This is an optimization exercise on Yosys and OpenROAD, whose aim is small area, a short achievable clock period and few clock cycles, not a production implementation.
Where RTL was checked, it was by simulation tests only, not by an equivalence proof against the original.
The RTL of run 3 was laid out without a check of its function.

File: flow/design.v
module Bin2BCD(input wire clk, input wire rst, input wire en, input wire [31:0] din,
  output wire [39:0] digs, output reg done);
  wire [0:0] i_q0 = 1'b0, i_q1 = 1'b0, i_q2 = 1'b0;
  wire [0:0] i_c = din[31];
  wire [0:0] x1_h, x1_q0, x1_q1, x1_q2;
  assign x1_h[0] = 1'b0;
  assign x1_q0[0] = i_c[0];
  assign x1_q1[0] = 1'b0;
  assign x1_q2[0] = 1'b0;
  wire [0:0] x1_c = din[30];
  wire [0:0] x1_Q0 = x1_q0;
  wire [0:0] x1_Q1 = x1_q1;
  wire [0:0] x1_Q2 = x1_q2;
  wire [0:0] x2_h, x2_q0, x2_q1, x2_q2;
  assign x2_h[0] = 1'b0;
  assign x2_q0[0] = ~((x1_Q0[0] & x1_c[0]) | ~(x1_Q0[0] | x1_c[0]));
  assign x2_q1[0] = ~(~x1_Q0[0] | x1_c[0]);
  assign x2_q2[0] = (x1_Q0[0] & x1_c[0]);
  wire [0:0] x2_c = din[29];
  wire [0:0] x2_Q0 = x2_q0;
  wire [0:0] x2_Q1 = x2_q1;
  wire [0:0] x2_Q2 = x2_q2;
  wire [0:0] x3_h, x3_q0, x3_q1, x3_q2;
  assign x3_h[0] = ((x2_Q1[0] & x2_c[0]) | x2_Q2[0]);
  assign x3_q0[0] = ~((x2_Q0[0] & x2_c[0]) | ~(x2_Q0[0] | x2_Q2[0] | x2_c[0]) | x2_Q1[0]);
  assign x3_q1[0] = ~((x2_Q0[0] & x2_c[0]) | ~((x2_Q2[0] & x2_c[0]) | x2_Q0[0]));
  assign x3_q2[0] = ~((x2_Q1[0] & x2_c[0]) | ~((x2_Q1[0] | x2_c[0]) & x2_Q0[0]));
  wire [1:0] x3_c = {x3_h[0:0], din[28]};
  wire [1:0] x3_Q0 = {1'b0, x3_q0};
  wire [1:0] x3_Q1 = {1'b0, x3_q1};
  wire [1:0] x3_Q2 = {1'b0, x3_q2};
  wire [1:0] x4_h, x4_q0, x4_q1, x4_q2;
  assign x4_h[0:0] = ((x3_Q1[0:0] & x3_c[0:0]) | x3_Q2[0:0]);
  assign x4_q0[0:0] = ~((x3_Q0[0:0] & x3_c[0:0]) | ~(x3_Q0[0:0] | x3_Q2[0:0] | x3_c[0:0]) | x3_Q1[0:0]);
  assign x4_q1[0:0] = ~((x3_Q0[0:0] & x3_c[0:0]) | ~((x3_Q2[0:0] & x3_c[0:0]) | x3_Q0[0:0]));
  assign x4_q2[0:0] = ~((x3_Q0[0:0] & x3_Q1[0:0] & x3_c[0:0]) | ~((x3_Q0[0:0] & x3_c[0:0]) | x3_Q1[0:0]));
  assign x4_h[1] = 1'b0;
  assign x4_q0[1] = x3_c[1];
  assign x4_q1[1] = 1'b0;
  assign x4_q2[1] = 1'b0;
  wire [1:0] x4_c = {x4_h[0:0], din[27]};
  wire [1:0] x4_Q0 = x4_q0;
  wire [1:0] x4_Q1 = x4_q1;
  wire [1:0] x4_Q2 = x4_q2;
  wire [1:0] x5_h, x5_q0, x5_q1, x5_q2;
  assign x5_h[0:0] = ((x4_Q1[0:0] & x4_c[0:0]) | x4_Q2[0:0]);
  assign x5_q0[0:0] = ~((x4_Q0[0:0] & x4_c[0:0]) | ~(x4_Q0[0:0] | x4_Q2[0:0] | x4_c[0:0]) | x4_Q1[0:0]);
  assign x5_q1[0:0] = ~((x4_Q0[0:0] & x4_c[0:0]) | ~((x4_Q2[0:0] & x4_c[0:0]) | x4_Q0[0:0]));
  assign x5_q2[0:0] = ~((x4_Q0[0:0] & x4_Q1[0:0] & x4_c[0:0]) | ~((x4_Q0[0:0] & x4_c[0:0]) | x4_Q1[0:0]));
  assign x5_h[1] = 1'b0;
  assign x5_q0[1] = ~((x4_Q0[1] & x4_c[1]) | ~(x4_Q0[1] | x4_c[1]));
  assign x5_q1[1] = ~(~x4_Q0[1] | x4_c[1]);
  assign x5_q2[1] = (x4_Q0[1] & x4_c[1]);
  wire [1:0] x5_c = {x5_h[0:0], din[26]};
  wire [1:0] x5_Q0 = x5_q0;
  wire [1:0] x5_Q1 = x5_q1;
  wire [1:0] x5_Q2 = x5_q2;
  wire [1:0] x6_h, x6_q0, x6_q1, x6_q2;
  assign x6_h[0:0] = ((x5_Q1[0:0] & x5_c[0:0]) | x5_Q2[0:0]);
  assign x6_q0[0:0] = ~((x5_Q0[0:0] & x5_c[0:0]) | ~(x5_Q0[0:0] | x5_Q2[0:0] | x5_c[0:0]) | x5_Q1[0:0]);
  assign x6_q1[0:0] = ~((x5_Q0[0:0] & x5_c[0:0]) | ~((x5_Q2[0:0] & x5_c[0:0]) | x5_Q0[0:0]));
  assign x6_q2[0:0] = ~((x5_Q0[0:0] & x5_Q1[0:0] & x5_c[0:0]) | ~((x5_Q0[0:0] & x5_c[0:0]) | x5_Q1[0:0]));
  assign x6_h[1] = ((x5_Q1[1] & x5_c[1]) | x5_Q2[1]);
  assign x6_q0[1] = ~((x5_Q0[1] & x5_c[1]) | ~(x5_Q0[1] | x5_Q2[1] | x5_c[1]) | x5_Q1[1]);
  assign x6_q1[1] = ~(~x5_Q0[1] | x5_c[1]);
  assign x6_q2[1] = ~((x5_Q1[1] & x5_c[1]) | ~((x5_Q1[1] | x5_c[1]) & x5_Q0[1]));
  wire [2:0] x6_c = {x6_h[1:0], din[25]};
  wire [2:0] x6_Q0 = {1'b0, x6_q0};
  wire [2:0] x6_Q1 = {1'b0, x6_q1};
  wire [2:0] x6_Q2 = {1'b0, x6_q2};
  wire [2:0] x7_h, x7_q0, x7_q1, x7_q2;
  assign x7_h[1:0] = ((x6_Q1[1:0] & x6_c[1:0]) | x6_Q2[1:0]);
  assign x7_q0[1:0] = ~((x6_Q0[1:0] & x6_c[1:0]) | ~(x6_Q0[1:0] | x6_Q2[1:0] | x6_c[1:0]) | x6_Q1[1:0]);
  assign x7_q1[1:0] = ~((x6_Q0[1:0] & x6_c[1:0]) | ~((x6_Q2[1:0] & x6_c[1:0]) | x6_Q0[1:0]));
  assign x7_q2[1:0] = ~((x6_Q0[1:0] & x6_Q1[1:0] & x6_c[1:0]) | ~((x6_Q0[1:0] & x6_c[1:0]) | x6_Q1[1:0]));
  assign x7_h[2] = 1'b0;
  assign x7_q0[2] = x6_c[2];
  assign x7_q1[2] = 1'b0;
  assign x7_q2[2] = 1'b0;
  wire [2:0] x7_c = {x7_h[1:0], din[24]};
  wire [2:0] x7_Q0 = x7_q0;
  wire [2:0] x7_Q1 = x7_q1;
  wire [2:0] x7_Q2 = x7_q2;
  wire [2:0] x8_h, x8_q0, x8_q1, x8_q2;
  assign x8_h[1:0] = ((x7_Q1[1:0] & x7_c[1:0]) | x7_Q2[1:0]);
  assign x8_q0[1:0] = ~((x7_Q0[1:0] & x7_c[1:0]) | ~(x7_Q0[1:0] | x7_Q2[1:0] | x7_c[1:0]) | x7_Q1[1:0]);
  assign x8_q1[1:0] = ~((x7_Q0[1:0] & x7_c[1:0]) | ~((x7_Q2[1:0] & x7_c[1:0]) | x7_Q0[1:0]));
  assign x8_q2[1:0] = ~((x7_Q0[1:0] & x7_Q1[1:0] & x7_c[1:0]) | ~((x7_Q0[1:0] & x7_c[1:0]) | x7_Q1[1:0]));
  assign x8_h[2] = 1'b0;
  assign x8_q0[2] = (x7_Q0[2] | x7_c[2]);
  assign x8_q1[2] = x7_Q0[2];
  assign x8_q2[2] = 1'b0;
  wire [2:0] x8_c = {x8_h[1:0], din[23]};
  wire [2:0] x8_Q0 = x8_q0;
  wire [2:0] x8_Q1 = x8_q1;
  wire [2:0] x8_Q2 = x8_q2;
  wire [2:0] x9_h, x9_q0, x9_q1, x9_q2;
  assign x9_h[1:0] = ((x8_Q1[1:0] & x8_c[1:0]) | x8_Q2[1:0]);
  assign x9_q0[1:0] = ~((x8_Q0[1:0] & x8_c[1:0]) | ~(x8_Q0[1:0] | x8_Q2[1:0] | x8_c[1:0]) | x8_Q1[1:0]);
  assign x9_q1[1:0] = ~((x8_Q0[1:0] & x8_c[1:0]) | ~((x8_Q2[1:0] & x8_c[1:0]) | x8_Q0[1:0]));
  assign x9_q2[1:0] = ~((x8_Q0[1:0] & x8_Q1[1:0] & x8_c[1:0]) | ~((x8_Q0[1:0] & x8_c[1:0]) | x8_Q1[1:0]));
  assign x9_h[2] = (x8_Q0[2] & x8_Q1[2] & x8_c[2]);
  assign x9_q0[2] = ~((x8_Q0[2] & x8_c[2]) | ~(x8_Q0[2] | x8_c[2]) | x8_Q1[2]);
  assign x9_q1[2] = ~(~x8_Q0[2] | x8_c[2]);
  assign x9_q2[2] = ~((x8_Q1[2] & x8_c[2]) | ~((x8_Q1[2] | x8_c[2]) & x8_Q0[2]));
  wire [3:0] x9_c = {x9_h[2:0], din[22]};
  wire [3:0] x9_Q0 = {1'b0, x9_q0};
  wire [3:0] x9_Q1 = {1'b0, x9_q1};
  wire [3:0] x9_Q2 = {1'b0, x9_q2};
  wire [3:0] x10_h, x10_q0, x10_q1, x10_q2;
  assign x10_h[2:0] = ((x9_Q1[2:0] & x9_c[2:0]) | x9_Q2[2:0]);
  assign x10_q0[2:0] = ~((x9_Q0[2:0] & x9_c[2:0]) | ~(x9_Q0[2:0] | x9_Q2[2:0] | x9_c[2:0]) | x9_Q1[2:0]);
  assign x10_q1[2:0] = ~((x9_Q0[2:0] & x9_c[2:0]) | ~((x9_Q2[2:0] & x9_c[2:0]) | x9_Q0[2:0]));
  assign x10_q2[2:0] = ~((x9_Q0[2:0] & x9_Q1[2:0] & x9_c[2:0]) | ~((x9_Q0[2:0] & x9_c[2:0]) | x9_Q1[2:0]));
  assign x10_h[3] = 1'b0;
  assign x10_q0[3] = x9_c[3];
  assign x10_q1[3] = 1'b0;
  assign x10_q2[3] = 1'b0;
  wire [3:0] x10_c = {x10_h[2:0], din[21]};
  wire [3:0] x10_Q0 = x10_q0;
  wire [3:0] x10_Q1 = x10_q1;
  wire [3:0] x10_Q2 = x10_q2;
  wire [3:0] x11_h, x11_q0, x11_q1, x11_q2;
  assign x11_h[2:0] = ((x10_Q1[2:0] & x10_c[2:0]) | x10_Q2[2:0]);
  assign x11_q0[2:0] = ~((x10_Q0[2:0] & x10_c[2:0]) | ~(x10_Q0[2:0] | x10_Q2[2:0] | x10_c[2:0]) | x10_Q1[2:0]);
  assign x11_q1[2:0] = ~((x10_Q0[2:0] & x10_c[2:0]) | ~((x10_Q2[2:0] & x10_c[2:0]) | x10_Q0[2:0]));
  assign x11_q2[2:0] = ~((x10_Q0[2:0] & x10_Q1[2:0] & x10_c[2:0]) | ~((x10_Q0[2:0] & x10_c[2:0]) | x10_Q1[2:0]));
  assign x11_h[3] = 1'b0;
  assign x11_q0[3] = (x10_Q0[3] | x10_c[3]);
  assign x11_q1[3] = x10_Q0[3];
  assign x11_q2[3] = 1'b0;
  wire [3:0] x11_c = {x11_h[2:0], din[20]};
  wire [3:0] x11_Q0 = x11_q0;
  wire [3:0] x11_Q1 = x11_q1;
  wire [3:0] x11_Q2 = x11_q2;
  wire [3:0] x12_h, x12_q0, x12_q1, x12_q2;
  assign x12_h[2:0] = ((x11_Q1[2:0] & x11_c[2:0]) | x11_Q2[2:0]);
  assign x12_q0[2:0] = ~((x11_Q0[2:0] & x11_c[2:0]) | ~(x11_Q0[2:0] | x11_Q2[2:0] | x11_c[2:0]) | x11_Q1[2:0]);
  assign x12_q1[2:0] = ~((x11_Q0[2:0] & x11_c[2:0]) | ~((x11_Q2[2:0] & x11_c[2:0]) | x11_Q0[2:0]));
  assign x12_q2[2:0] = ~((x11_Q0[2:0] & x11_Q1[2:0] & x11_c[2:0]) | ~((x11_Q0[2:0] & x11_c[2:0]) | x11_Q1[2:0]));
  assign x12_h[3] = 1'b0;
  assign x12_q0[3] = ~((x11_Q0[3] & x11_c[3]) | ~(x11_Q0[3] | x11_c[3]) | x11_Q1[3]);
  assign x12_q1[3] = ~(~x11_Q0[3] | x11_c[3]);
  assign x12_q2[3] = ((x11_Q1[3] | x11_c[3]) & x11_Q0[3]);
  wire [3:0] x12_c = {x12_h[2:0], din[19]};
  wire [3:0] x12_Q0 = x12_q0;
  wire [3:0] x12_Q1 = x12_q1;
  wire [3:0] x12_Q2 = x12_q2;
  wire [3:0] x13_h, x13_q0, x13_q1, x13_q2;
  assign x13_h[2:0] = ((x12_Q1[2:0] & x12_c[2:0]) | x12_Q2[2:0]);
  assign x13_q0[2:0] = ~((x12_Q0[2:0] & x12_c[2:0]) | ~(x12_Q0[2:0] | x12_Q2[2:0] | x12_c[2:0]) | x12_Q1[2:0]);
  assign x13_q1[2:0] = ~((x12_Q0[2:0] & x12_c[2:0]) | ~((x12_Q2[2:0] & x12_c[2:0]) | x12_Q0[2:0]));
  assign x13_q2[2:0] = ~((x12_Q0[2:0] & x12_Q1[2:0] & x12_c[2:0]) | ~((x12_Q0[2:0] & x12_c[2:0]) | x12_Q1[2:0]));
  assign x13_h[3] = ((x12_Q1[3] & x12_c[3]) | x12_Q2[3]);
  assign x13_q0[3] = ~((x12_Q0[3] & x12_c[3]) | ~(x12_Q0[3] | x12_Q2[3] | x12_c[3]) | x12_Q1[3]);
  assign x13_q1[3] = ~((x12_Q0[3] & x12_c[3]) | ~((x12_Q2[3] & x12_c[3]) | x12_Q0[3]));
  assign x13_q2[3] = ~((x12_Q1[3] & x12_c[3]) | ~((x12_Q0[3] & x12_c[3]) | x12_Q1[3]));
  wire [4:0] x13_c = {x13_h[3:0], din[18]};
  wire [4:0] x13_Q0 = {1'b0, x13_q0};
  wire [4:0] x13_Q1 = {1'b0, x13_q1};
  wire [4:0] x13_Q2 = {1'b0, x13_q2};
  wire [4:0] x14_h, x14_q0, x14_q1, x14_q2;
  assign x14_h[3:0] = ((x13_Q1[3:0] & x13_c[3:0]) | x13_Q2[3:0]);
  assign x14_q0[3:0] = ~((x13_Q0[3:0] & x13_c[3:0]) | ~(x13_Q0[3:0] | x13_Q2[3:0] | x13_c[3:0]) | x13_Q1[3:0]);
  assign x14_q1[3:0] = ~((x13_Q0[3:0] & x13_c[3:0]) | ~((x13_Q2[3:0] & x13_c[3:0]) | x13_Q0[3:0]));
  assign x14_q2[3:0] = ~((x13_Q0[3:0] & x13_Q1[3:0] & x13_c[3:0]) | ~((x13_Q0[3:0] & x13_c[3:0]) | x13_Q1[3:0]));
  assign x14_h[4] = 1'b0;
  assign x14_q0[4] = x13_c[4];
  assign x14_q1[4] = 1'b0;
  assign x14_q2[4] = 1'b0;
  wire [4:0] x14_c = {x14_h[3:0], din[17]};
  wire [4:0] x14_Q0 = x14_q0;
  wire [4:0] x14_Q1 = x14_q1;
  wire [4:0] x14_Q2 = x14_q2;
  wire [4:0] x15_h, x15_q0, x15_q1, x15_q2;
  assign x15_h[3:0] = ((x14_Q1[3:0] & x14_c[3:0]) | x14_Q2[3:0]);
  assign x15_q0[3:0] = ~((x14_Q0[3:0] & x14_c[3:0]) | ~(x14_Q0[3:0] | x14_Q2[3:0] | x14_c[3:0]) | x14_Q1[3:0]);
  assign x15_q1[3:0] = ~((x14_Q0[3:0] & x14_c[3:0]) | ~((x14_Q2[3:0] & x14_c[3:0]) | x14_Q0[3:0]));
  assign x15_q2[3:0] = ~((x14_Q0[3:0] & x14_Q1[3:0] & x14_c[3:0]) | ~((x14_Q0[3:0] & x14_c[3:0]) | x14_Q1[3:0]));
  assign x15_h[4] = 1'b0;
  assign x15_q0[4] = ~((x14_Q0[4] & x14_c[4]) | ~(x14_Q0[4] | x14_c[4]));
  assign x15_q1[4] = ~(~x14_Q0[4] | x14_c[4]);
  assign x15_q2[4] = (x14_Q0[4] & x14_c[4]);
  wire [4:0] x15_c = {x15_h[3:0], din[16]};
  wire [4:0] x15_Q0 = x15_q0;
  wire [4:0] x15_Q1 = x15_q1;
  wire [4:0] x15_Q2 = x15_q2;
  wire [4:0] x16_h, x16_q0, x16_q1, x16_q2;
  assign x16_h[3:0] = ((x15_Q1[3:0] & x15_c[3:0]) | x15_Q2[3:0]);
  assign x16_q0[3:0] = ~((x15_Q0[3:0] & x15_c[3:0]) | ~(x15_Q0[3:0] | x15_Q2[3:0] | x15_c[3:0]) | x15_Q1[3:0]);
  assign x16_q1[3:0] = ~((x15_Q0[3:0] & x15_c[3:0]) | ~((x15_Q2[3:0] & x15_c[3:0]) | x15_Q0[3:0]));
  assign x16_q2[3:0] = ~((x15_Q0[3:0] & x15_Q1[3:0] & x15_c[3:0]) | ~((x15_Q0[3:0] & x15_c[3:0]) | x15_Q1[3:0]));
  assign x16_h[4] = ((x15_Q1[4] & x15_c[4]) | x15_Q2[4]);
  assign x16_q0[4] = ~((x15_Q0[4] & x15_c[4]) | ~(x15_Q0[4] | x15_Q2[4] | x15_c[4]) | x15_Q1[4]);
  assign x16_q1[4] = ~(~x15_Q0[4] | x15_c[4]);
  assign x16_q2[4] = ~((x15_Q1[4] & x15_c[4]) | ~((x15_Q1[4] | x15_c[4]) & x15_Q0[4]));
  wire [5:0] x16_c = {x16_h[4:0], din[15]};
  wire [5:0] x16_Q0 = {1'b0, x16_q0};
  wire [5:0] x16_Q1 = {1'b0, x16_q1};
  wire [5:0] x16_Q2 = {1'b0, x16_q2};
  wire [5:0] x17_h, x17_q0, x17_q1, x17_q2;
  assign x17_h[4:0] = ((x16_Q1[4:0] & x16_c[4:0]) | x16_Q2[4:0]);
  assign x17_q0[4:0] = ~((x16_Q0[4:0] & x16_c[4:0]) | ~(x16_Q0[4:0] | x16_Q2[4:0] | x16_c[4:0]) | x16_Q1[4:0]);
  assign x17_q1[4:0] = ~((x16_Q0[4:0] & x16_c[4:0]) | ~((x16_Q2[4:0] & x16_c[4:0]) | x16_Q0[4:0]));
  assign x17_q2[4:0] = ~((x16_Q0[4:0] & x16_Q1[4:0] & x16_c[4:0]) | ~((x16_Q0[4:0] & x16_c[4:0]) | x16_Q1[4:0]));
  assign x17_h[5] = 1'b0;
  assign x17_q0[5] = x16_c[5];
  assign x17_q1[5] = 1'b0;
  assign x17_q2[5] = 1'b0;
  wire [5:0] x17_c = {x17_h[4:0], din[14]};
  wire [5:0] x17_Q0 = x17_q0;
  wire [5:0] x17_Q1 = x17_q1;
  wire [5:0] x17_Q2 = x17_q2;
  wire [5:0] x18_h, x18_q0, x18_q1, x18_q2;
  assign x18_h[4:0] = ((x17_Q1[4:0] & x17_c[4:0]) | x17_Q2[4:0]);
  assign x18_q0[4:0] = ~((x17_Q0[4:0] & x17_c[4:0]) | ~(x17_Q0[4:0] | x17_Q2[4:0] | x17_c[4:0]) | x17_Q1[4:0]);
  assign x18_q1[4:0] = ~((x17_Q0[4:0] & x17_c[4:0]) | ~((x17_Q2[4:0] & x17_c[4:0]) | x17_Q0[4:0]));
  assign x18_q2[4:0] = ~((x17_Q0[4:0] & x17_Q1[4:0] & x17_c[4:0]) | ~((x17_Q0[4:0] & x17_c[4:0]) | x17_Q1[4:0]));
  assign x18_h[5] = 1'b0;
  assign x18_q0[5] = (x17_Q0[5] | x17_c[5]);
  assign x18_q1[5] = x17_Q0[5];
  assign x18_q2[5] = 1'b0;
  wire [5:0] x18_c = {x18_h[4:0], din[13]};
  wire [5:0] x18_Q0 = x18_q0;
  wire [5:0] x18_Q1 = x18_q1;
  wire [5:0] x18_Q2 = x18_q2;
  always @(posedge clk) done <= rst & en;
  reg [5:0] r_q0, r_q1, r_q2, r_c;
  reg [12:0] r_lo;
  always @(posedge clk) begin
    r_q0 <= x18_Q0; r_q1 <= x18_Q1; r_q2 <= x18_Q2; r_c <= x18_c;
    r_lo <= din[12:0];
  end
  wire [5:0] y19_h, y19_q0, y19_q1, y19_q2;
  assign y19_h[4:0] = ((r_q1[4:0] & r_c[4:0]) | r_q2[4:0]);
  assign y19_q0[4:0] = ~((r_q0[4:0] & r_c[4:0]) | ~(r_q0[4:0] | r_q2[4:0] | r_c[4:0]) | r_q1[4:0]);
  assign y19_q1[4:0] = ~((r_q0[4:0] & r_c[4:0]) | ~((r_q2[4:0] & r_c[4:0]) | r_q0[4:0]));
  assign y19_q2[4:0] = ~((r_q0[4:0] & r_q1[4:0] & r_c[4:0]) | ~((r_q0[4:0] & r_c[4:0]) | r_q1[4:0]));
  assign y19_h[5] = (r_q0[5] & r_q1[5] & r_c[5]);
  assign y19_q0[5] = ~((r_q0[5] & r_c[5]) | ~(r_q0[5] | r_c[5]) | r_q1[5]);
  assign y19_q1[5] = ~(~r_q0[5] | r_c[5]);
  assign y19_q2[5] = ~((r_q1[5] & r_c[5]) | ~((r_q1[5] | r_c[5]) & r_q0[5]));
  wire [6:0] y19_c = {y19_h[5:0], r_lo[12]};
  wire [6:0] y19_Q0 = {1'b0, y19_q0};
  wire [6:0] y19_Q1 = {1'b0, y19_q1};
  wire [6:0] y19_Q2 = {1'b0, y19_q2};
  wire [6:0] y20_h, y20_q0, y20_q1, y20_q2;
  assign y20_h[5:0] = ((y19_Q1[5:0] & y19_c[5:0]) | y19_Q2[5:0]);
  assign y20_q0[5:0] = ~((y19_Q0[5:0] & y19_c[5:0]) | ~(y19_Q0[5:0] | y19_Q2[5:0] | y19_c[5:0]) | y19_Q1[5:0]);
  assign y20_q1[5:0] = ~((y19_Q0[5:0] & y19_c[5:0]) | ~((y19_Q2[5:0] & y19_c[5:0]) | y19_Q0[5:0]));
  assign y20_q2[5:0] = ~((y19_Q0[5:0] & y19_Q1[5:0] & y19_c[5:0]) | ~((y19_Q0[5:0] & y19_c[5:0]) | y19_Q1[5:0]));
  assign y20_h[6] = 1'b0;
  assign y20_q0[6] = y19_c[6];
  assign y20_q1[6] = 1'b0;
  assign y20_q2[6] = 1'b0;
  wire [6:0] y20_c = {y20_h[5:0], r_lo[11]};
  wire [6:0] y20_Q0 = y20_q0;
  wire [6:0] y20_Q1 = y20_q1;
  wire [6:0] y20_Q2 = y20_q2;
  wire [6:0] y21_h, y21_q0, y21_q1, y21_q2;
  assign y21_h[5:0] = ((y20_Q1[5:0] & y20_c[5:0]) | y20_Q2[5:0]);
  assign y21_q0[5:0] = ~((y20_Q0[5:0] & y20_c[5:0]) | ~(y20_Q0[5:0] | y20_Q2[5:0] | y20_c[5:0]) | y20_Q1[5:0]);
  assign y21_q1[5:0] = ~((y20_Q0[5:0] & y20_c[5:0]) | ~((y20_Q2[5:0] & y20_c[5:0]) | y20_Q0[5:0]));
  assign y21_q2[5:0] = ~((y20_Q0[5:0] & y20_Q1[5:0] & y20_c[5:0]) | ~((y20_Q0[5:0] & y20_c[5:0]) | y20_Q1[5:0]));
  assign y21_h[6] = 1'b0;
  assign y21_q0[6] = (y20_Q0[6] | y20_c[6]);
  assign y21_q1[6] = y20_Q0[6];
  assign y21_q2[6] = 1'b0;
  wire [6:0] y21_c = {y21_h[5:0], r_lo[10]};
  wire [6:0] y21_Q0 = y21_q0;
  wire [6:0] y21_Q1 = y21_q1;
  wire [6:0] y21_Q2 = y21_q2;
  wire [6:0] y22_h, y22_q0, y22_q1, y22_q2;
  assign y22_h[5:0] = ((y21_Q1[5:0] & y21_c[5:0]) | y21_Q2[5:0]);
  assign y22_q0[5:0] = ~((y21_Q0[5:0] & y21_c[5:0]) | ~(y21_Q0[5:0] | y21_Q2[5:0] | y21_c[5:0]) | y21_Q1[5:0]);
  assign y22_q1[5:0] = ~((y21_Q0[5:0] & y21_c[5:0]) | ~((y21_Q2[5:0] & y21_c[5:0]) | y21_Q0[5:0]));
  assign y22_q2[5:0] = ~((y21_Q0[5:0] & y21_Q1[5:0] & y21_c[5:0]) | ~((y21_Q0[5:0] & y21_c[5:0]) | y21_Q1[5:0]));
  assign y22_h[6] = 1'b0;
  assign y22_q0[6] = ~((y21_Q0[6] & y21_c[6]) | ~(y21_Q0[6] | y21_c[6]) | y21_Q1[6]);
  assign y22_q1[6] = ~(~y21_Q0[6] | y21_c[6]);
  assign y22_q2[6] = ((y21_Q1[6] | y21_c[6]) & y21_Q0[6]);
  wire [6:0] y22_c = {y22_h[5:0], r_lo[9]};
  wire [6:0] y22_Q0 = y22_q0;
  wire [6:0] y22_Q1 = y22_q1;
  wire [6:0] y22_Q2 = y22_q2;
  wire [6:0] y23_h, y23_q0, y23_q1, y23_q2;
  assign y23_h[5:0] = ((y22_Q1[5:0] & y22_c[5:0]) | y22_Q2[5:0]);
  assign y23_q0[5:0] = ~((y22_Q0[5:0] & y22_c[5:0]) | ~(y22_Q0[5:0] | y22_Q2[5:0] | y22_c[5:0]) | y22_Q1[5:0]);
  assign y23_q1[5:0] = ~((y22_Q0[5:0] & y22_c[5:0]) | ~((y22_Q2[5:0] & y22_c[5:0]) | y22_Q0[5:0]));
  assign y23_q2[5:0] = ~((y22_Q0[5:0] & y22_Q1[5:0] & y22_c[5:0]) | ~((y22_Q0[5:0] & y22_c[5:0]) | y22_Q1[5:0]));
  assign y23_h[6] = ((y22_Q1[6] & y22_c[6]) | y22_Q2[6]);
  assign y23_q0[6] = ~((y22_Q0[6] & y22_c[6]) | ~(y22_Q0[6] | y22_Q2[6] | y22_c[6]) | y22_Q1[6]);
  assign y23_q1[6] = ~((y22_Q0[6] & y22_c[6]) | ~((y22_Q2[6] & y22_c[6]) | y22_Q0[6]));
  assign y23_q2[6] = ~((y22_Q1[6] & y22_c[6]) | ~((y22_Q0[6] & y22_c[6]) | y22_Q1[6]));
  wire [7:0] y23_c = {y23_h[6:0], r_lo[8]};
  wire [7:0] y23_Q0 = {1'b0, y23_q0};
  wire [7:0] y23_Q1 = {1'b0, y23_q1};
  wire [7:0] y23_Q2 = {1'b0, y23_q2};
  wire [7:0] y24_h, y24_q0, y24_q1, y24_q2;
  assign y24_h[6:0] = ((y23_Q1[6:0] & y23_c[6:0]) | y23_Q2[6:0]);
  assign y24_q0[6:0] = ~((y23_Q0[6:0] & y23_c[6:0]) | ~(y23_Q0[6:0] | y23_Q2[6:0] | y23_c[6:0]) | y23_Q1[6:0]);
  assign y24_q1[6:0] = ~((y23_Q0[6:0] & y23_c[6:0]) | ~((y23_Q2[6:0] & y23_c[6:0]) | y23_Q0[6:0]));
  assign y24_q2[6:0] = ~((y23_Q0[6:0] & y23_Q1[6:0] & y23_c[6:0]) | ~((y23_Q0[6:0] & y23_c[6:0]) | y23_Q1[6:0]));
  assign y24_h[7] = 1'b0;
  assign y24_q0[7] = y23_c[7];
  assign y24_q1[7] = 1'b0;
  assign y24_q2[7] = 1'b0;
  wire [7:0] y24_c = {y24_h[6:0], r_lo[7]};
  wire [7:0] y24_Q0 = y24_q0;
  wire [7:0] y24_Q1 = y24_q1;
  wire [7:0] y24_Q2 = y24_q2;
  wire [7:0] y25_h, y25_q0, y25_q1, y25_q2;
  assign y25_h[6:0] = ((y24_Q1[6:0] & y24_c[6:0]) | y24_Q2[6:0]);
  assign y25_q0[6:0] = ~((y24_Q0[6:0] & y24_c[6:0]) | ~(y24_Q0[6:0] | y24_Q2[6:0] | y24_c[6:0]) | y24_Q1[6:0]);
  assign y25_q1[6:0] = ~((y24_Q0[6:0] & y24_c[6:0]) | ~((y24_Q2[6:0] & y24_c[6:0]) | y24_Q0[6:0]));
  assign y25_q2[6:0] = ~((y24_Q0[6:0] & y24_Q1[6:0] & y24_c[6:0]) | ~((y24_Q0[6:0] & y24_c[6:0]) | y24_Q1[6:0]));
  assign y25_h[7] = 1'b0;
  assign y25_q0[7] = ~((y24_Q0[7] & y24_c[7]) | ~(y24_Q0[7] | y24_c[7]));
  assign y25_q1[7] = ~(~y24_Q0[7] | y24_c[7]);
  assign y25_q2[7] = (y24_Q0[7] & y24_c[7]);
  wire [7:0] y25_c = {y25_h[6:0], r_lo[6]};
  wire [7:0] y25_Q0 = y25_q0;
  wire [7:0] y25_Q1 = y25_q1;
  wire [7:0] y25_Q2 = y25_q2;
  wire [7:0] y26_h, y26_q0, y26_q1, y26_q2;
  assign y26_h[6:0] = ((y25_Q1[6:0] & y25_c[6:0]) | y25_Q2[6:0]);
  assign y26_q0[6:0] = ~((y25_Q0[6:0] & y25_c[6:0]) | ~(y25_Q0[6:0] | y25_Q2[6:0] | y25_c[6:0]) | y25_Q1[6:0]);
  assign y26_q1[6:0] = ~((y25_Q0[6:0] & y25_c[6:0]) | ~((y25_Q2[6:0] & y25_c[6:0]) | y25_Q0[6:0]));
  assign y26_q2[6:0] = ~((y25_Q0[6:0] & y25_Q1[6:0] & y25_c[6:0]) | ~((y25_Q0[6:0] & y25_c[6:0]) | y25_Q1[6:0]));
  assign y26_h[7] = ((y25_Q1[7] & y25_c[7]) | y25_Q2[7]);
  assign y26_q0[7] = ~((y25_Q0[7] & y25_c[7]) | ~(y25_Q0[7] | y25_Q2[7] | y25_c[7]) | y25_Q1[7]);
  assign y26_q1[7] = ~(~y25_Q0[7] | y25_c[7]);
  assign y26_q2[7] = ~((y25_Q1[7] & y25_c[7]) | ~((y25_Q1[7] | y25_c[7]) & y25_Q0[7]));
  wire [8:0] y26_c = {y26_h[7:0], r_lo[5]};
  wire [8:0] y26_Q0 = {1'b0, y26_q0};
  wire [8:0] y26_Q1 = {1'b0, y26_q1};
  wire [8:0] y26_Q2 = {1'b0, y26_q2};
  wire [8:0] y27_h, y27_q0, y27_q1, y27_q2;
  assign y27_h[7:0] = ((y26_Q1[7:0] & y26_c[7:0]) | y26_Q2[7:0]);
  assign y27_q0[7:0] = ~((y26_Q0[7:0] & y26_c[7:0]) | ~(y26_Q0[7:0] | y26_Q2[7:0] | y26_c[7:0]) | y26_Q1[7:0]);
  assign y27_q1[7:0] = ~((y26_Q0[7:0] & y26_c[7:0]) | ~((y26_Q2[7:0] & y26_c[7:0]) | y26_Q0[7:0]));
  assign y27_q2[7:0] = ~((y26_Q0[7:0] & y26_Q1[7:0] & y26_c[7:0]) | ~((y26_Q0[7:0] & y26_c[7:0]) | y26_Q1[7:0]));
  assign y27_h[8] = 1'b0;
  assign y27_q0[8] = y26_c[8];
  assign y27_q1[8] = 1'b0;
  assign y27_q2[8] = 1'b0;
  wire [8:0] y27_c = {y27_h[7:0], r_lo[4]};
  wire [8:0] y27_Q0 = y27_q0;
  wire [8:0] y27_Q1 = y27_q1;
  wire [8:0] y27_Q2 = y27_q2;
  wire [8:0] y28_h, y28_q0, y28_q1, y28_q2;
  assign y28_h[7:0] = ((y27_Q1[7:0] & y27_c[7:0]) | y27_Q2[7:0]);
  assign y28_q0[7:0] = ~((y27_Q0[7:0] & y27_c[7:0]) | ~(y27_Q0[7:0] | y27_Q2[7:0] | y27_c[7:0]) | y27_Q1[7:0]);
  assign y28_q1[7:0] = ~((y27_Q0[7:0] & y27_c[7:0]) | ~((y27_Q2[7:0] & y27_c[7:0]) | y27_Q0[7:0]));
  assign y28_q2[7:0] = ~((y27_Q0[7:0] & y27_Q1[7:0] & y27_c[7:0]) | ~((y27_Q0[7:0] & y27_c[7:0]) | y27_Q1[7:0]));
  assign y28_h[8] = 1'b0;
  assign y28_q0[8] = (y27_Q0[8] | y27_c[8]);
  assign y28_q1[8] = y27_Q0[8];
  assign y28_q2[8] = 1'b0;
  wire [8:0] y28_c = {y28_h[7:0], r_lo[3]};
  wire [8:0] y28_Q0 = y28_q0;
  wire [8:0] y28_Q1 = y28_q1;
  wire [8:0] y28_Q2 = y28_q2;
  wire [8:0] y29_h, y29_q0, y29_q1, y29_q2;
  assign y29_h[7:0] = ((y28_Q1[7:0] & y28_c[7:0]) | y28_Q2[7:0]);
  assign y29_q0[7:0] = ~((y28_Q0[7:0] & y28_c[7:0]) | ~(y28_Q0[7:0] | y28_Q2[7:0] | y28_c[7:0]) | y28_Q1[7:0]);
  assign y29_q1[7:0] = ~((y28_Q0[7:0] & y28_c[7:0]) | ~((y28_Q2[7:0] & y28_c[7:0]) | y28_Q0[7:0]));
  assign y29_q2[7:0] = ~((y28_Q0[7:0] & y28_Q1[7:0] & y28_c[7:0]) | ~((y28_Q0[7:0] & y28_c[7:0]) | y28_Q1[7:0]));
  assign y29_h[8] = (y28_Q0[8] & y28_Q1[8] & y28_c[8]);
  assign y29_q0[8] = ~((y28_Q0[8] & y28_c[8]) | ~(y28_Q0[8] | y28_c[8]) | y28_Q1[8]);
  assign y29_q1[8] = ~(~y28_Q0[8] | y28_c[8]);
  assign y29_q2[8] = ~((y28_Q1[8] & y28_c[8]) | ~((y28_Q1[8] | y28_c[8]) & y28_Q0[8]));
  wire [9:0] y29_c = {y29_h[8:0], r_lo[2]};
  wire [9:0] y29_Q0 = {1'b0, y29_q0};
  wire [9:0] y29_Q1 = {1'b0, y29_q1};
  wire [9:0] y29_Q2 = {1'b0, y29_q2};
  wire [9:0] y30_h, y30_q0, y30_q1, y30_q2;
  assign y30_h[8:0] = ((y29_Q1[8:0] & y29_c[8:0]) | y29_Q2[8:0]);
  assign y30_q0[8:0] = ~((y29_Q0[8:0] & y29_c[8:0]) | ~(y29_Q0[8:0] | y29_Q2[8:0] | y29_c[8:0]) | y29_Q1[8:0]);
  assign y30_q1[8:0] = ~((y29_Q0[8:0] & y29_c[8:0]) | ~((y29_Q2[8:0] & y29_c[8:0]) | y29_Q0[8:0]));
  assign y30_q2[8:0] = ~((y29_Q0[8:0] & y29_Q1[8:0] & y29_c[8:0]) | ~((y29_Q0[8:0] & y29_c[8:0]) | y29_Q1[8:0]));
  assign y30_h[9] = 1'b0;
  assign y30_q0[9] = y29_c[9];
  assign y30_q1[9] = 1'b0;
  assign y30_q2[9] = 1'b0;
  wire [9:0] y30_c = {y30_h[8:0], r_lo[1]};
  wire [9:0] y30_Q0 = y30_q0;
  wire [9:0] y30_Q1 = y30_q1;
  wire [9:0] y30_Q2 = y30_q2;
  wire [9:0] y31_h, y31_q0, y31_q1, y31_q2;
  assign y31_h[8:0] = ((y30_Q1[8:0] & y30_c[8:0]) | y30_Q2[8:0]);
  assign y31_q0[8:0] = ((y30_Q2[8:0] | y30_c[8:0]) & ~((y30_Q1[8:0] | y30_Q2[8:0]) & y30_c[8:0]));
  assign y31_q1[8:0] = ~(~((y30_Q2[8:0] & y30_c[8:0]) | y30_Q0[8:0]) ^ y30_Q1[8:0]);
  assign y31_q2[8:0] = ~((y30_Q0[8:0] & y30_c[8:0]) | ~((y30_Q0[8:0] | y30_c[8:0]) & y30_Q1[8:0]));
  assign y31_h[9] = 1'b0;
  assign y31_q0[9] = y30_c[9];
  assign y31_q1[9] = y30_Q0[9];
  assign y31_q2[9] = 1'b0;
  wire [9:0] y31_c = {y31_h[8:0], r_lo[0]};
  wire [9:0] y31_Q0 = y31_q0;
  wire [9:0] y31_Q1 = y31_q1;
  wire [9:0] y31_Q2 = y31_q2;
  assign digs = {y31_Q2[9], y31_Q1[9], y31_Q0[9], y31_c[9], y31_Q2[8], y31_Q1[8], y31_Q0[8], y31_c[8], y31_Q2[7], y31_Q1[7], y31_Q0[7], y31_c[7], y31_Q2[6], y31_Q1[6], y31_Q0[6], y31_c[6], y31_Q2[5], y31_Q1[5], y31_Q0[5], y31_c[5], y31_Q2[4], y31_Q1[4], y31_Q0[4], y31_c[4], y31_Q2[3], y31_Q1[3], y31_Q0[3], y31_c[3], y31_Q2[2], y31_Q1[2], y31_Q0[2], y31_c[2], y31_Q2[1], y31_Q1[1], y31_Q0[1], y31_c[1], y31_Q2[0], y31_Q1[0], y31_Q0[0], y31_c[0]};
endmodule
File: flow/flow/run.sh
#!/bin/bash
set -euo pipefail
W=$PWD
rm -rf "$W/scripts_abc"
cp -r "$FLOW_HOME/scripts" "$W/scripts_abc"
cp "$W/flow/abc.script" "$W/scripts_abc/abc_speed.script"
bash "$W/standard.sh" SCRIPTS_DIR="$W/scripts_abc" ADDER_MAP_FILE= BUFFER_PORTS_ARGS="-buffer_cell sky130_fd_sc_hd__buf_1" SETUP_SLACK_MARGIN=6.5 SETUP_MOVE_SEQUENCE=sizeup,swap SKIP_INCREMENTAL_REPAIR=1 finish > "$W/standard_flow.log" 2>&1
File: flow/flow/abc.script
strash
balance
rewrite
refactor
balance
rewrite
rewrite -z
balance
refactor -z
rewrite -z
balance
dc2
dch -f
amap
File: flow/standard.sh
#!/bin/bash
# synth_recipe.tcl (not shown) runs the flow's synth.tcl, then flattens the netlist and writes it again
# the make line also repeats each setting of config.mk as NAME=value (left out here)
make -C /OpenROAD-flow-scripts/flow DESIGN_CONFIG=/design/flow/config.mk WORK_HOME=/design/flow/orfs CLKGATE_MAP_FILE= SYNTH_SCRIPT=/design/flow/synth_recipe.tcl "${@:-finish}"
File: flow/config.mk
export PLATFORM = sky130hd
export DESIGN_NAME = Bin2BCD
export DESIGN_NICKNAME = Bin2BCD
export VERILOG_FILES = /design/flow/design.v
export SDC_FILE = /design/flow/constraint.sdc
export NUM_CORES = 4
export LEC_CHECK = 0
export CAP_MARGIN = 20
export CORE_MARGIN = 2
export CORE_UTILIZATION = 60
export CTS_BUF_LIST = sky130_fd_sc_hd__clkbuf_4 sky130_fd_sc_hd__clkbuf_8
export CTS_CLUSTER_SIZE = 20
export SLEW_MARGIN = 20
File: flow/constraint.sdc
create_clock -name core_clock -period 15.0 [get_ports {clk}]
set_input_delay 3.0000 -clock core_clock [delete_from_list [all_inputs] [get_ports {clk}]]
set_output_delay 3.0000 -clock core_clock [all_outputs]
set_load 0.01 [all_outputs]
==> flow_summary.ini, run 1 <==
[outcome]
status = timing/DRC/antenna clean

[floorplanning]
dieArea_um2 = 11500
core_um2 = 10300
die_x_um = 107
std_cell_rows = 37
die_y_um = 107
io_pins = 76
start_util = 0.617

[timing]
period_share = 0.582
hold_slack_ns = 2.79
drv_slew = 0
finalSetupViolCount = 0
setup_tns_ns = 0
fin_ws_ns = 6.27
max_freq_mhz = 115
hold_violations = 0
timing.final.crit_period_ns = 8.73

[yosys]
synth_area_leaders = o21ai_0 19%, nor2_1 18%, a21oi_1 13%
yosysTopAreaCellShare = 0.189
synth_most_common_cell = nor2_1
ys_ff_latch = 37
yosysUniqueCellTypes = 35
synth_area_um2 = 6370
synthFlopType = dfxtp_1
synth_commonest_cells = 313 x nor2_1, 241 x o21ai_0, 168 x a21oi_1, 136 x clkinv_1, 130 x nand2_1
ys_seq_area_frac = 0.116
synth_edf_count = 0
syn_avg_cell_area_um2 = 5.21
syn_nets = 1256
yosysWarnings = 1
synthCells = 1221
synth_top_area_cell = o21ai_0
synthArstFlopShare = 0

[detailed_routing]
wl_per_cell_um = 9.24
drc = 0
drt_iter0_markers = 281
wl_um = 13300
ant_nets = 0
routed-via-count = 7781
firstDrtPassIters = 5
vias_per_cell = 5.41

[global_route]
grtUsageMet2 = 0.449
grt_pass1_wl_um = 24200
grt_use_met1 = 0.293
grt_max_degree = 13
grt-busiest-layer = met2
antenna_found_initial = 0
overflow = 0
first_global_vias = 6569
grt_usage = 0.237
met3_usage = 0.0304

[critical_path]
critPathArrivalTime_ns = 8.91
required_ns = 15.19
worstSetupPathType = input port to flop
slowest_delay_ns = 0.26
crit_fanout = 4
path_common_cell = nor2_1
cp-end-kind = flop
startpoint_type = input port
cp_slowest_cell = o21ai_0

[placement]
place.gp.congestion = 0.815
preCtsSetupSlack_ns = 5.78
port-buffer-count = 74
hpwlAfterDp_um = 11000

[clock_tree]
postCtsSetupRepairBufs = 0
cts_root_buffer = clkbuf_8
clockBufferDepth = 2
cts_inserted_buffers = 5
post_cts_resized = 109
cts_sinks = 37
htree_levels = 2
ctsHoldBuffers = 0
cts_tree = built
clkTransAtPathRegs_ns = 0.08

[cells_and_area]
drive_gt1_frac = 0.0453
layout.nets = 1335
area_delta_synth_final_pct = 11.4
fin_util = 0.687
antennaDiodeCount = 0

[run]
maxCapViolCount = 0

[worst_hold_path]
hold_path.class = input port to flop
-- metal layers --
layer	up-vias	share of wire	wire length [um]
met4	0	0.0032	43
met5	-	0	0
li1	4423	-	-
met1	3278	0.51	6840
met2	74	0.46	6140
met3	6	0.020	259
-- worst paths after layout --
check	startpoint	to	slack [ns]	depth (start not counted)
setup / recovery	din[31]	r_q0[0]	6.27	47
hold / removal	din[11]	r_lo[11]	2.79	1
-- metrics by stage --
step                instances  instance area (um2)
finish                   1437                 7090
global route             1437                 7090
CTS                      1437                 7090
detailed placement       1429                 6800
global placement         1429                 6800
floorplan                1221                 6370
-- sequential cells by signal, indices dropped and copies added (netlist names) --
signal / cells
done: 1
r_lo: 13
r_c: 6
r_q0: 6
r_q1: 6
r_q2: 5
-- worst max-delay path, delay by kind of cell --
family	cells	cell delay, ns
and+or+nand+nor	30	3.49
AOI/OAI and AO/OA	16	2.28
buffers and inverters	1	0.14
-- kinds of logic after synthesis --
| family | after synthesis | share of synthesized area |
|---|---|---|
| flops | 37 | 0.116 |
| compound gates | 564 | 0.504 |
| buf+inv | 138 | 0.0825 |
| simple gates | 481 | 0.296 |
| other cells | 1 | 0.000589 |
-- cell type report --
type,instances,area (um2)
inverter,136,510
sequential,37,741
clock inverter,2,13.8
clock buffer,6,82.6
fill,1053,3230
timing repair buffer,74,279
multi-input combinational,1046,5300
tap,136,170
-- cell usage in the layout, fill, tap and decap left out, drive strengths merged, types with 3 or more instances in the layout --
| master | instances |
|---|---|
| o211ai | 5 |
| o21bai | 3 |
| a31oi | 5 |
| o221ai | 3 |
| o31a | 7 |
| a22oi | 4 |
| o21a | 86 |
| o22ai | 15 |
| nand2 | 130 |
| or2 | 9 |
| a21o | 3 |
| nor2 | 313 |
| clkinv | 138 |
| clkbuf | 6 |
| dfxtp | 37 |
| nor3 | 13 |
| a21oi | 168 |
| o31ai | 12 |
| buf | 74 |
| a21boi | 3 |
| o21ai | 241 |
| nor2b | 9 |
Testbench counts, summed over its fixed seeds: cycles 3,208.
==> inputs of run 2 (changes only) <==
--- a/flow/config.mk
+++ b/flow/config.mk
@@ -7,7 +7,7 @@
 export LEC_CHECK = 0
 export CAP_MARGIN = 20
 export CORE_MARGIN = 2
-export CORE_UTILIZATION = 60
-export CTS_BUF_LIST = sky130_fd_sc_hd__clkbuf_4 sky130_fd_sc_hd__clkbuf_8
+export CORE_UTILIZATION = 75
+export CTS_BUF_LIST = sky130_fd_sc_hd__clkbuf_4
 export CTS_CLUSTER_SIZE = 20
 export SLEW_MARGIN = 20
==> run 2 against run 1 <==
Net effect:
- sequential share of layout area is 0.22 points higher
- maximum frequency is 0.82% lower
- core utilization is 16 points higher
- final cell count is 2.2% lower
- via count is 4.7% higher
- routed wire length is 7.1% higher
- global-route usage is 7.8 points higher
- cell area is 1.9% lower
- still clean
- hold slack worse by 0.051 ns
- area after synthesis stayed put
==> flow_summary.ini, run 2 <==
[global_route]
grt_pass1_wl_um = 25300
antenna_found_initial = 0
first_global_vias = 6919
grt_usage = 0.315
overflow = 0
grt_max_degree = 13

[detailed_routing]
wl_um = 14200
wl_per_cell_um = 10.1
firstDrtPassIters = 8
routed-via-count = 8148
drt_iter0_markers = 246
ant_nets = 0
vias_per_cell = 5.80
drc = 0

[clock_tree]
clockBufferDepth = 2
postCtsSetupRepairBufs = 0
htree_levels = 2
cts_sinks = 37
cts_inserted_buffers = 5
clkTransAtPathRegs_ns = 0.12
cts_tree = built
cts_root_buffer = clkbuf_4
ctsHoldBuffers = 0
post_cts_resized = 104

[timing]
finalSetupViolCount = 0
period_share = 0.586
hold_violations = 0
worstMarginPinSlew_ns = 0.510
drv_slew = 0
slew_headroom = 0.660
max_freq_mhz = 114
setup_tns_ns = 0
timing.final.crit_period_ns = 8.80
hold_slack_ns = 2.74

[critical_path]
startpoint_type = input port
required_ns = 15.23
cp-end-kind = flop
crit_fanout = 6
slowest_delay_ns = 0.30
critPathArrivalTime_ns = 9.03
cp_slowest_cell = o21ai_1
worstSetupPathType = input port to flop
path_common_cell = nor2_1

[yosys]
yosysTopAreaCellShare = 0.189
yosysUniqueCellTypes = 35
syn_avg_cell_area_um2 = 5.21
ys_seq_area_frac = 0.116
synthCells = 1221
yosysWarnings = 1
synth_top_area_cell = o21ai_0
synth_most_common_cell = nor2_1
synth_area_leaders = o21ai_0 19%, nor2_1 18%, a21oi_1 13%
synth_commonest_cells = 313 x nor2_1, 241 x o21ai_0, 168 x a21oi_1, 136 x clkinv_1, 130 x nand2_1
ys_ff_latch = 37
synth_edf_count = 0
synthFlopType = dfxtp_1
syn_nets = 1256
synth_area_um2 = 6370
synthArstFlopShare = 0

[floorplanning]
start_util = 0.775
die_x_um = 96.1
core_um2 = 8220
io_pins = 76
dieArea_um2 = 9240
die_y_um = 96.1
std_cell_rows = 33

[outcome]
status = timing/DRC/antenna clean

[placement]
port-buffer-count = 74
hpwlAfterDp_um = 11200
place.gp.congestion = 0.846
dpl_cell_area_um2 = 6760

[cells_and_area]
largest_register = r_lo
final_area_um2 = 6950
drive_gt1_frac = 0.0331
final_cell_mix = 305 x nor2_1, 178 x o21ai_0, 155 x a21oi_1
area_delta_synth_final_pct = 9.24
largest_reg_flops = 13
layout.nets = 1335
fin_util = 0.846
antennaDiodeCount = 0
final_common_cell = nor2_1

[run]
maxCapViolCount = 0

[worst_hold_path]
hold_path.class = input port to flop
## run 2: cell counts after synthesis
No cell type changed its count.
## run 2: metrics by stage
stage	std cells	setup slack, ns
after CTS	1406	6.48
after floorplan	1221	6.75
final	1406	6.20
after detailed placement	1398	5.69
after global placement	1398	6.12
after global routing	1406	5.10
## run 2: cell type report
class                           instances  area, um2
Multi-Input combinational cell       1046       5240
Fill cell                             635       1260
Sequential cell                        37        742
Inverter                              136        510
Timing Repair Buffer                   74        278
Tap cell                              105        131
Clock buffer                            5       37.5
Clock inverter                          3       17.5
## run 2: path summary, 6_finish.rpt
check	startpoint	slack (ns)	to	depth (start not counted)
hold / removal	din[2]	2.74	r_lo[2]	1
setup / recovery	din[30]	6.20	r_c[4]	39
## run 2: logic make-up after synthesis
group | Yosys count | share of synthesized area
compound gates | 564 | 0.504
simple gates | 481 | 0.296
buf+inv | 138 | 0.0825
flops | 37 | 0.116
other cells | 1 | 0.000589
## run 2: critical path: cells and delay by family
| kind | cells | cell delay [ns] |
|---|---|---|
| AO/OA/AOI/OAI | 18 | 3.27 |
| AND/OR/NAND/NOR | 20 | 2.53 |
| buffers and inverters | 1 | 0.20 |
## run 2: layer usage
layer  track usage  up-vias  share of wire
li1              -     4437              -
met5             0        -              0
met4        0.0940        0          0.012
met1         0.354     3544           0.47
met3        0.0439       24          0.036
met2         0.607      143           0.48
==> inputs of run 3 (changes only) <==
--- a/flow/design.v
+++ b/flow/design.v
@@ -211,35 +211,35 @@
   wire [5:0] x17_Q0 = x17_q0;
   wire [5:0] x17_Q1 = x17_q1;
   wire [5:0] x17_Q2 = x17_q2;
-  wire [5:0] x18_h, x18_q0, x18_q1, x18_q2;
-  assign x18_h[4:0] = ((x17_Q1[4:0] & x17_c[4:0]) | x17_Q2[4:0]);
-  assign x18_q0[4:0] = ~((x17_Q0[4:0] & x17_c[4:0]) | ~(x17_Q0[4:0] | x17_Q2[4:0] | x17_c[4:0]) | x17_Q1[4:0]);
-  assign x18_q1[4:0] = ~((x17_Q0[4:0] & x17_c[4:0]) | ~((x17_Q2[4:0] & x17_c[4:0]) | x17_Q0[4:0]));
-  assign x18_q2[4:0] = ~((x17_Q0[4:0] & x17_Q1[4:0] & x17_c[4:0]) | ~((x17_Q0[4:0] & x17_c[4:0]) | x17_Q1[4:0]));
-  assign x18_h[5] = 1'b0;
-  assign x18_q0[5] = (x17_Q0[5] | x17_c[5]);
-  assign x18_q1[5] = x17_Q0[5];
-  assign x18_q2[5] = 1'b0;
-  wire [5:0] x18_c = {x18_h[4:0], din[13]};
-  wire [5:0] x18_Q0 = x18_q0;
-  wire [5:0] x18_Q1 = x18_q1;
-  wire [5:0] x18_Q2 = x18_q2;
   always @(posedge clk) done <= rst & en;
   reg [5:0] r_q0, r_q1, r_q2, r_c;
-  reg [12:0] r_lo;
+  reg [13:0] r_lo;
   always @(posedge clk) begin
-    r_q0 <= x18_Q0; r_q1 <= x18_Q1; r_q2 <= x18_Q2; r_c <= x18_c;
-    r_lo <= din[12:0];
+    r_q0 <= x17_Q0; r_q1 <= x17_Q1; r_q2 <= x17_Q2; r_c <= x17_c;
+    r_lo <= din[13:0];
   end
+  wire [5:0] y18_h, y18_q0, y18_q1, y18_q2;
+  assign y18_h[4:0] = ((r_q1[4:0] & r_c[4:0]) | r_q2[4:0]);
+  assign y18_q0[4:0] = ~((r_q0[4:0] & r_c[4:0]) | ~(r_q0[4:0] | r_q2[4:0] | r_c[4:0]) | r_q1[4:0]);
+  assign y18_q1[4:0] = ~((r_q0[4:0] & r_c[4:0]) | ~((r_q2[4:0] & r_c[4:0]) | r_q0[4:0]));
+  assign y18_q2[4:0] = ~((r_q0[4:0] & r_q1[4:0] & r_c[4:0]) | ~((r_q0[4:0] & r_c[4:0]) | r_q1[4:0]));
+  assign y18_h[5] = 1'b0;
+  assign y18_q0[5] = (r_q0[5] | r_c[5]);
+  assign y18_q1[5] = r_q0[5];
+  assign y18_q2[5] = 1'b0;
+  wire [5:0] y18_c = {y18_h[4:0], r_lo[13]};
+  wire [5:0] y18_Q0 = y18_q0;
+  wire [5:0] y18_Q1 = y18_q1;
+  wire [5:0] y18_Q2 = y18_q2;
   wire [5:0] y19_h, y19_q0, y19_q1, y19_q2;
-  assign y19_h[4:0] = ((r_q1[4:0] & r_c[4:0]) | r_q2[4:0]);
-  assign y19_q0[4:0] = ~((r_q0[4:0] & r_c[4:0]) | ~(r_q0[4:0] | r_q2[4:0] | r_c[4:0]) | r_q1[4:0]);
-  assign y19_q1[4:0] = ~((r_q0[4:0] & r_c[4:0]) | ~((r_q2[4:0] & r_c[4:0]) | r_q0[4:0]));
-  assign y19_q2[4:0] = ~((r_q0[4:0] & r_q1[4:0] & r_c[4:0]) | ~((r_q0[4:0] & r_c[4:0]) | r_q1[4:0]));
-  assign y19_h[5] = (r_q0[5] & r_q1[5] & r_c[5]);
-  assign y19_q0[5] = ~((r_q0[5] & r_c[5]) | ~(r_q0[5] | r_c[5]) | r_q1[5]);
-  assign y19_q1[5] = ~(~r_q0[5] | r_c[5]);
-  assign y19_q2[5] = ~((r_q1[5] & r_c[5]) | ~((r_q1[5] | r_c[5]) & r_q0[5]));
+  assign y19_h[4:0] = ((y18_Q1[4:0] & y18_c[4:0]) | y18_Q2[4:0]);
+  assign y19_q0[4:0] = ~((y18_Q0[4:0] & y18_c[4:0]) | ~(y18_Q0[4:0] | y18_Q2[4:0] | y18_c[4:0]) | y18_Q1[4:0]);
+  assign y19_q1[4:0] = ~((y18_Q0[4:0] & y18_c[4:0]) | ~((y18_Q2[4:0] & y18_c[4:0]) | y18_Q0[4:0]));
+  assign y19_q2[4:0] = ~((y18_Q0[4:0] & y18_Q1[4:0] & y18_c[4:0]) | ~((y18_Q0[4:0] & y18_c[4:0]) | y18_Q1[4:0]));
+  assign y19_h[5] = (y18_Q0[5] & y18_Q1[5] & y18_c[5]);
+  assign y19_q0[5] = ~((y18_Q0[5] & y18_c[5]) | ~(y18_Q0[5] | y18_c[5]) | y18_Q1[5]);
+  assign y19_q1[5] = ~(~y18_Q0[5] | y18_c[5]);
+  assign y19_q2[5] = ~((y18_Q1[5] & y18_c[5]) | ~((y18_Q1[5] | y18_c[5]) & y18_Q0[5]));
   wire [6:0] y19_c = {y19_h[5:0], r_lo[12]};
   wire [6:0] y19_Q0 = {1'b0, y19_q0};
   wire [6:0] y19_Q1 = {1'b0, y19_q1};
==> flow/flow/run.sh (replaced) <==
#!/bin/bash
set -euo pipefail
W=$PWD
rm -rf "$W/scripts_abc"
cp -r "$FLOW_HOME/scripts" "$W/scripts_abc"
cp "$W/flow/abc.script" "$W/scripts_abc/abc_speed.script"
bash "$W/standard.sh" SCRIPTS_DIR="$W/scripts_abc" ADDER_MAP_FILE= BUFFER_PORTS_ARGS="-buffer_cell sky130_fd_sc_hd__buf_1" finish > "$W/standard_flow.log" 2>&1
--- a/flow/config.mk
+++ b/flow/config.mk
@@ -7,7 +7,5 @@
 export LEC_CHECK = 0
 export CAP_MARGIN = 20
 export CORE_MARGIN = 2
-export CORE_UTILIZATION = 75
-export CTS_BUF_LIST = sky130_fd_sc_hd__clkbuf_4
-export CTS_CLUSTER_SIZE = 20
+export CORE_UTILIZATION = 60
 export SLEW_MARGIN = 20
==> run 3 against run 2 <==
Net effect:
- still clean
- routed wire length decreased by 9.7%
- maximum frequency fell by 8.7%
- core utilization decreased by 18 points
- critical path depth shrank 6
- hold slack improved by 0.053 ns
- count of clock-buffer cells in the layout up 1
- die area rose by 24%
- via count fell by 5.0%
- final cell count grew 2.1%
==> flow_summary.ini, run 3 <==
[yosys]
synth_area_leaders = o21ai_0 19%, nor2_1 18%, a21oi_1 12%
synth_most_common_cell = nor2_1
yosysWarnings = 1
synth_commonest_cells = 312 x nor2_1, 243 x o21ai_0, 151 x a21oi_1, 138 x nand2_1, 129 x clkinv_1
synth_top_area_cell = o21ai_0
syn_avg_cell_area_um2 = 5.24
yosysTopAreaCellShare = 0.190
synth_area_um2 = 6390
yosysUniqueCellTypes = 38
synthFlopType = dfxtp_1
ys_seq_area_frac = 0.116
syn_nets = 1255
synthCells = 1220
synth_edf_count = 0
synthArstFlopShare = 0
ys_ff_latch = 37

[floorplanning]
core_um2 = 10300
start_util = 0.619
dieArea_um2 = 11500
std_cell_rows = 37
die_y_um = 107
die_x_um = 107
io_pins = 76

[timing]
period_share = 0.642
worstMarginPinSlew_ns = 0.606
timing.final.crit_period_ns = 9.63
setup_tns_ns = 0
slew_headroom = 0.592
hold_violations = 0
fin_ws_ns = 5.37
max_freq_mhz = 104
drv_slew = 0
finalSetupViolCount = 0
rsz0062_at_grt = false

[placement]
port-buffer-count = 74
preCtsSetupSlack_ns = 5.49
place.gp.congestion = 0.800
hpwlAfterDp_um = 10700

[critical_path]
startpoint_type = flop
startpoint = r_c[4]
path_common_cell = o21ai_0
critical_path.top_delay_family = compound AO/OA/AOI/OAI gates
crit_fanout = 4
required_ns = 12.00
worstSetupPathType = flop to primary output
critPathArrivalTime_ns = 6.63
worst-path-buf-inv = 5
cp.depth = 33
cp_slowest_cell = or3_1
cp-endpoint = digs[23]
cp-end-kind = primary output
slowest_delay_ns = 0.41

[clock_tree]
postCtsSetupRepairBufs = 0
cts_tree = built
cts_root_buffer = clkbuf_8
clockBufferDepth = 2
post_cts_resized = 0
ctsHoldBuffers = 0
htree_levels = 2
clkTransAtPathRegs_ns = 0.07
cts_sinks = 37
cts_inserted_buffers = 5

[global_route]
overflow = 0
grt_max_degree = 13
grt_pass1_wl_um = 23800
antenna_found_initial = 0
grt_usage = 0.232
first_global_vias = 6508

[detailed_routing]
ant_nets = 0
drt_iter0_markers = 279
wl_um = 12800
routed-via-count = 7743
drc = 0
wl_per_cell_um = 8.94
firstDrtPassIters = 5
vias_per_cell = 5.39

[cells_and_area]
largest_reg_flops = 14
final_common_cell = nor2_1
final_cell_mix = 312 x nor2_1, 243 x o21ai_0, 151 x a21oi_1
largest_register = r_lo
layout.nets = 1334
area_delta_synth_final_pct = 8.28
antennaDiodeCount = 0
reg_top3 = r_lo x14, r_c x6, r_q0 x6
drive_gt1_frac = 0.00615

[run]
maxCapViolCount = 0

[worst_hold_path]
hold_path.class = input port to flop

[outcome]
status = timing/DRC/antenna clean
[run 3: changes by cell type after synthesis, moves of 3 or more]
cell      before  now
a21boi_0       3   10
a21oi_1      168  151
a22oi_1        4    1
clkinv_1     136  129
nand2_1      130  138
nor2b_1        9    6
or2_0          9   14
[run 3: area by class of cell]
type                    instances  area (um2)
well taps                     136         170
clock inverters                 2        13.8
flip-flops and latches         37         741
multi-input cells            1052        5150
fillers                      1026        3400
repair buffers                 74         278
inverters                     129         484
clock buffers                   6        82.6
[run 3: worst min-delay path by stage]
stage / from / end / slack, ns / depth (start not counted)
3_5_place_dp: din[7] / r_lo[7] / 3.09 / 1
2_1_floorplan: din[14] / r_c[0] / 3.03 / 0
6_report: din[11] / r_lo[11] / 2.79 / 1
4_1_cts: din[11] / r_lo[11] / 2.78 / 1
5_1_grt: din[1] / r_lo[1] / 2.78 / 1
3_3_place_gp: din[0] / r_lo[0] / 3.09 / 1
[run 3: through the flow]
| step | std cells | hold slack, ns | area (um2) | utilization |
|---|---|---|---|---|
| finish | 1436 | 2.79 | 6920 | 0.671 |
| global route | 1436 | 2.78 | 6920 | 0.671 |
| CTS | 1436 | 2.78 | 6920 | 0.671 |
| detailed placement | 1428 | 3.09 | 6830 | 0.661 |
| global placement | 1428 | 3.09 | 6830 | 0.661 |
| floorplan | 1220 | 3.03 | 6390 | - |
[run 3: kinds of logic after synthesis]
group / after synthesis / synth area share
simple gates: 496 / 0.308
other cells: 1 / 0.000586
buf+inv: 131 / 0.0781
xor+xnor: 1 / 0.00137
compound gates: 554 / 0.496
flops: 37 / 0.116
[run 3: layer usage]
layer,part of all wire,up-vias,GRT usage
li1,-,4417,-
met5,0,-,0
met4,0.0064,0,0.0278
met2,0.43,60,0.421
met1,0.54,3258,0.297
met3,0.022,8,0.0365

## port drivers added, routing unchanged
The results above use ideal ports. As a check the final layouts listed here were re-extracted and re-timed, cells and wires unchanged.
Step 1 sets driving cells, clkbuf_16 on the clock port and buf_2 on the other inputs (assumed; they add their load-dependent delay and slew).
Step 2 times the ports against the registers' clock, not the clock port: input delays grow and output delays shrink by t, the midpoint of the rising clock arrivals with the driver on.
a / b / c = no drivers / after step 1 / after step 2; a / b = the first two.
| run | t (ns) | setup WS [ns] | worst setup path after step 2 | worst data-port slew with drivers (ns) | cell pins on the clock port's net |
|---|---|---|---|---|---|
| run 1 | 0.322 | 6.275 / 6.284 / 5.962 | input to register | 0.04 | 1 |
| run 2 | 0.366 | 6.203 / 6.212 / 5.846 | input to register | 0.04 | 1 |
| run 3 | 0.329 | 5.369 / 5.335 / 5.328 | input to register | 0.04 | 1 |
After both steps every run listed still meets setup and hold. For run 2, which loses most, drivers alone change the setup slack by +0.009 ns; drivers and shift together by -0.357 ns.
